Context: an optimization exercise on an open-source flow, tuned for small area and a short achievable clock period. The choices shown serve that exercise and are no tape-out recipe. At most, simulation tests tie the RTL to the original design; equivalence was not proved.

==> flow/design.v (excerpt) <==
module multiplier_16bit (
    input  wire clk,
    input  wire rst,
    input  wire signed [15:0] a,
    input  wire signed [15:0] b,
    output reg  signed [31:0] product,
    output reg  signed [15:0] a_out,
    output reg  signed [15:0] b_out
);
For scale: ~960 cells after synthesis, roughly 64 flip-flops, ~98 I/O pins, roughly 8300 sq um of cells after synthesis.
clock: 20.0 ns
lec_check: 0
abc_area: 1
cap_margin: 20
core_margin: 2
core_utilization: 40
slew_margin: 20
synth_hierarchical: 1
run.sh (not shown) runs the stock make flow with config.mk's settings and CLKGATE_MAP_FILE= SYNTH_SCRIPT=/design/flow/synth_recipe.tcl, a recipe that flattens the netlist after the stock synthesis.
Rerun with:
==> flow/flow/run.sh (new file) <==
#!/bin/bash
# The standard synthesis and layout, with two changes to the layout:
#  * the port buffers are the smallest buffer cell (buffer_ports -buffer_cell) instead of
#    the delay-cell buffers buffer_ports picks by itself;
#  * repair_timing aims for extra setup slack (flow/setup_margin.txt, ns) so the resizer
#    speeds up the critical paths. The clock and I/O constraints are unchanged.
set -euo pipefail
export BUFFER_PORTS_ARGS="-buffer_cell sky130_fd_sc_hd__buf_1"
M=$(cat flow/setup_margin.txt)
if [[ "$M" != "0" ]]; then export SETUP_SLACK_MARGIN=$M; fi
S=$(cat flow/move_sequence.txt)
if [[ -n "$S" ]]; then export SETUP_MOVE_SEQUENCE=$S; fi
bash standard.sh synth > synth.log 2>&1
bash standard.sh finish > layout.log 2>&1
==> flow/flow/move_sequence.txt (new file) <==

==> flow/flow/setup_margin.txt (new file) <==
0
==> flow/standard.sh (new file) <==
#!/bin/bash
# synth_recipe.tcl (not shown) runs the flow's synth.tcl, then flattens the netlist and writes it again
# the make line also repeats each setting of config.mk as NAME=value (left out here)
make -C /OpenROAD-flow-scripts/flow DESIGN_CONFIG=/design/flow/config.mk WORK_HOME=/design/flow/orfs CLKGATE_MAP_FILE= SYNTH_SCRIPT=/design/flow/synth_recipe.tcl "${@:-finish}"
removed: flow/run.sh
Effect:
- The new run finished clean
- global-route usage came out lower by 0.38 points
- via count hardly moves
No run of this note included a check of the RTL's function; only the layout flow was run.


## oak
multiplier_16bit, a different RTL version from the one above (not shown whole).
Size: ~870 cells after synthesis, about 64 flip-flops, about 98 I/O pins, ~0.0081 mm2 of cells after synthesis.
Settings: LEC_CHECK=0, ABC_AREA=1, CAP_MARGIN=20, CORE_MARGIN=2, CORE_UTILIZATION=40, SLEW_MARGIN=20, SYNTH_HIERARCHICAL=1, TNS_END_PERCENT=0; clock period 20.0 ns.
standard.sh (not shown) runs the stock make flow with config.mk's settings and CLKGATE_MAP_FILE= SYNTH_SCRIPT=/design/flow/synth_recipe.tcl, a recipe that flattens the netlist after the stock synthesis.
==> flow/flow/run.sh <==
#!/bin/bash
# The standard synthesis and layout, with these changes to the layout:
#  * the port buffers are the smallest buffer cell (buffer_ports -buffer_cell) instead of
#    the delay-cell buffers buffer_ports picks by itself;
#  * the clock tree uses the buffers in flow/cts_bufs.txt and no dummy loads;
#  * repair_timing aims for extra setup slack (flow/setup_margin.txt, ns) so the resizer
#    speeds up the critical paths. The clock and I/O constraints are unchanged.
set -euo pipefail
# clock tree: small clock buffers and no dummy loads (64 flip-flops need little drive)
export CTS_ARGS="-sink_clustering_enable -repair_clock_nets -buf_list {$(cat flow/cts_bufs.txt)} -dont_use_dummy_load"
export BUFFER_PORTS_ARGS="-buffer_cell sky130_fd_sc_hd__buf_1"
M=$(cat flow/setup_margin.txt)
if [[ "$M" != "0" ]]; then export SETUP_SLACK_MARGIN=$M; fi
S=$(cat flow/move_sequence.txt)
if [[ -n "$S" ]]; then export SETUP_MOVE_SEQUENCE=$S; fi
bash standard.sh synth > synth.log 2>&1
bash standard.sh finish > layout.log 2>&1
==> flow/flow/cts_bufs.txt <==
sky130_fd_sc_hd__clkbuf_8
==> flow/flow/move_sequence.txt <==
unbuffer,sizeup,swap
==> flow/flow/setup_margin.txt <==
11.3
In summary, oak completed successfully, with a layout that passed the timing, design-rule and antenna checks.
--- input diff oak..pine ---
- TNS_END_PERCENT removed (was 0)
==> flow/flow/cts_bufs.txt <==
sky130_fd_sc_hd__clkbuf_4 sky130_fd_sc_hd__clkbuf_8
==> flow/flow/setup_margin.txt <==
10.8
- Looking at via count, pine sits about 0.44% lower than oak does.
- From pine to oak, placement-stage cell area did not move at all.
- Going from oak to pine, global-route usage now sits lower.
- From oak to pine the numbers moved as follows: minimum clock period went up 320 ps, area added between synthesis and finish lower.
- [compare] base=oak new=pine: cell count of the worst reg-to-reg path now larger, buffer and inverter count on the worst path moved down, final standard cell area without fillers fell by 570 um2.
- oak vs pine, most common cell after layout, fill and taps aside: xor2_1 vs fa_1
- Max worst setup slack across oak and pine: oak
### pine -> birch
- putting PLACE_DENSITY at 0.7 where nothing was set
--- a/flow/flow/run.sh
+++ b/flow/flow/run.sh
@@ -4,0 +5 @@
+#  * one tie cell drives all constant inputs;
@@ -10,0 +12,2 @@
+# one tie cell for all constant inputs instead of one per input
+export SKIP_REPAIR_TIE_FANOUT=1
==> flow/flow/cts_bufs.txt <==
sky130_fd_sc_hd__clkbuf_8
Notes after the runs:
Row fmax: birch lower / pine higher. birch ended up with fa_1 as its cell with the biggest individual delay on the critical path; pine ended up with clkinv_1. Taking pine as the reference, in birch placed wire-length estimate lower, cell count decreased 0.83%, area growth from synthesis to layout fell 0.81 points.
diff inputs: birch => maple
- SLEW_MARGIN now 85, was 20
- PLACE_DENSITY no longer set, was 0.7
## What came out
- Looking at clock period minus worst slack, maple sits above birch.
- Compared with birch, maple shows non-clock buffer count that has gone up by more than half.
- maple — global routing usage on met3 0.85 points lower, birch as reference
- Final cell area: maple above birch
- Compared with birch, in maple wire length of the first global-routing pass now sits higher; met1 demand-to-capacity share in global routing now sits higher; routed wire length now sits higher; wire length per cell now sits higher.
- Logic depth of the worst setup path including buffers: maple vs birch up 9.1%
- Side by side, share of final-layout standard cells stronger than drive strength 1 turned out higher in maple than in birch.


multiplier_16bit, a different RTL version from the one above (not shown whole).
For scale: about 930 cells after synthesis, ~64 flip-flops, roughly 8300 µm² of cells after synthesis.
clock: 20.0 ns
lec_check: 0
abc_area: 1
cap_margin: 20
core_margin: 2
core_utilization: 40
slew_margin: 20
synth_hierarchical: 1
==> flow/flow/run.sh <==
#!/bin/bash
# The standard synthesis and layout, with these changes to the layout:
#  * the port buffers are the smallest buffer cell (buffer_ports -buffer_cell) instead of
#    the delay-cell buffers buffer_ports picks by itself;
#  * the clock tree uses the buffers in flow/cts_bufs.txt and no dummy loads;
#  * repair_timing aims for extra setup slack (flow/setup_margin.txt, ns) so the resizer
#    speeds up the critical paths. The clock and I/O constraints are unchanged.
set -euo pipefail
# clock tree: small clock buffers and no dummy loads (64 flip-flops need little drive)
export CTS_ARGS="-sink_clustering_enable -repair_clock_nets -buf_list {$(cat flow/cts_bufs.txt)} -dont_use_dummy_load"
export BUFFER_PORTS_ARGS="-buffer_cell sky130_fd_sc_hd__buf_1"
M=$(cat flow/setup_margin.txt)
if [[ "$M" != "0" ]]; then export SETUP_SLACK_MARGIN=$M; fi
S=$(cat flow/move_sequence.txt)
if [[ -n "$S" ]]; then export SETUP_MOVE_SEQUENCE=$S; fi
bash standard.sh synth > synth.log 2>&1
bash standard.sh finish > layout.log 2>&1
==> flow/flow/cts_bufs.txt <==
sky130_fd_sc_hd__clkbuf_8
==> flow/flow/setup_margin.txt <==
10.8
Scripts as last shown in full above: flow/flow/move_sequence.txt
Rerun with:
==> flow/flow/setup_margin.txt (replaced) <==
0
- die area does not change
- cell area went down by 0.78%
- setup slack loses 0.28 ns
- synthesized area is unchanged
No run of this note included a check of the RTL's function; only the layout flow was run.


multiplier_16bit, a different RTL version from the one above (not shown whole).
For scale: about 98 I/O pins.
## multiplier_16bit
module multiplier_16bit (
    input  wire clk,
    input  wire rst,
    input  wire signed [15:0] a,
    input  wire signed [15:0] b,
    output reg  signed [31:0] product,
    output reg  signed [15:0] a_out,
    output reg  signed [15:0] b_out
);
==> flow/config.mk <==
export PLATFORM = sky130hd
export DESIGN_NAME = multiplier_16bit
export DESIGN_NICKNAME = multiplier_16bit
export VERILOG_FILES = /design/flow/design.v
export SDC_FILE = /design/flow/constraint.sdc
export NUM_CORES = 4
export LEC_CHECK = 0
export ABC_AREA = 1
export CAP_MARGIN = 20
export CORE_MARGIN = 2
export CORE_UTILIZATION = 40
export SLEW_MARGIN = 20
export SYNTH_HIERARCHICAL = 1
==> flow/constraint.sdc <==
create_clock -name core_clock -period 20.0 [get_ports {clk}]
set_input_delay 4.0000 -clock core_clock [delete_from_list [all_inputs] [get_ports {clk}]]
set_output_delay 4.0000 -clock core_clock [all_outputs]
set_load 0.01 [all_outputs]
==> flow/flow/run.sh <==
#!/bin/bash
# The standard synthesis and layout, with these changes to the layout:
#  * the port buffers are the smallest buffer cell (buffer_ports -buffer_cell) instead of
#    the delay-cell buffers buffer_ports picks by itself;
#  * the clock tree uses the buffers in flow/cts_bufs.txt and no dummy loads;
#  * repair_timing aims for extra setup slack (flow/setup_margin.txt, ns) so the resizer
#    speeds up the critical paths. The clock and I/O constraints are unchanged.
set -euo pipefail
# clock tree: small clock buffers and no dummy loads (64 flip-flops need little drive)
export CTS_ARGS="-sink_clustering_enable -repair_clock_nets -buf_list {$(cat flow/cts_bufs.txt)} -dont_use_dummy_load -sink_clustering_size 24 -sink_clustering_max_diameter 120"
export BUFFER_PORTS_ARGS="-buffer_cell sky130_fd_sc_hd__buf_1"
M=$(cat flow/setup_margin.txt)
if [[ "$M" != "0" ]]; then export SETUP_SLACK_MARGIN=$M; fi
S=$(cat flow/move_sequence.txt)
if [[ -n "$S" ]]; then export SETUP_MOVE_SEQUENCE=$S; fi
bash standard.sh synth > synth.log 2>&1
bash standard.sh finish > layout.log 2>&1
==> flow/flow/setup_margin.txt <==
10.8
Scripts as last shown in full above: flow/flow/cts_bufs.txt, flow/flow/move_sequence.txt
Next try:
--- a/flow/flow/run.sh
+++ b/flow/flow/run.sh
@@ -10 +10 @@
-export CTS_ARGS="-sink_clustering_enable -repair_clock_nets -buf_list {$(cat flow/cts_bufs.txt)} -dont_use_dummy_load -sink_clustering_size 24 -sink_clustering_max_diameter 120"
+export CTS_ARGS="-sink_clustering_enable -repair_clock_nets -buf_list {$(cat flow/cts_bufs.txt)} -dont_use_dummy_load"
CORE_UTILIZATION = 55   (was 40)
PLACE_DENSITY = 0.65   (was not set)
Result: Final area came out lower by 1.1%; die area went down by 27%; clock skew shrinks by 0.0041 ns.

-- port drivers added, routing unchanged --
In the flow no input, the clock included, has a driving cell. The finished layouts below were timed again as built, in two steps.
Step 1, drivers: a clkbuf_16 drives clk and a buf_2 each remaining input, both assumed.
Step 2 also shifts input and output timing later by t, the mid clock arrival at the registers, as if the neighbouring blocks saw the same clock.
Slacks: no drivers / after step 1 / after step 2; pairs: no drivers / after step 1.
| run | t (ns) | setup WS [ns] | worst data-port slew with drivers (ns) | pins driven straight from the clock port |
|---|---|---|---|---|
| the first run of note 1 | 0.392 | 10.237 / 10.242 / 9.850 | 0.06 | 1 |
| the second run of note 1 | 0.388 | 10.662 / 10.685 / 10.297 | 0.06 | 1 |
| oak | 0.396 | 11.388 / 11.394 / 10.998 | 0.04 | 1 |
| pine | 0.396 | 11.069 / 11.079 / 10.683 | 0.04 | 1 |
| birch | 0.400 | 10.985 / 10.998 / 10.598 | 0.04 | 1 |
| maple | 0.422 | 10.969 / 10.989 / 10.567 | 0.05 | 1 |
| the first run of note 3 | 0.401 | 11.226 / 11.248 / 10.847 | 0.04 | 1 |
| the second run of note 3 | 0.400 | 10.944 / 10.967 / 10.567 | 0.04 | 1 |
| the first run of note 4 | 0.401 | 11.157 / 11.175 / 10.773 | 0.05 | 1 |
| the second run of note 4 | 0.401 | 11.118 / 11.131 / 10.730 | 0.04 | 1 |
After both steps setup and hold are still met in every run listed. The setup slack of maple, which loses most, moves by +0.020 ns with the drivers and by -0.402 ns with both steps.
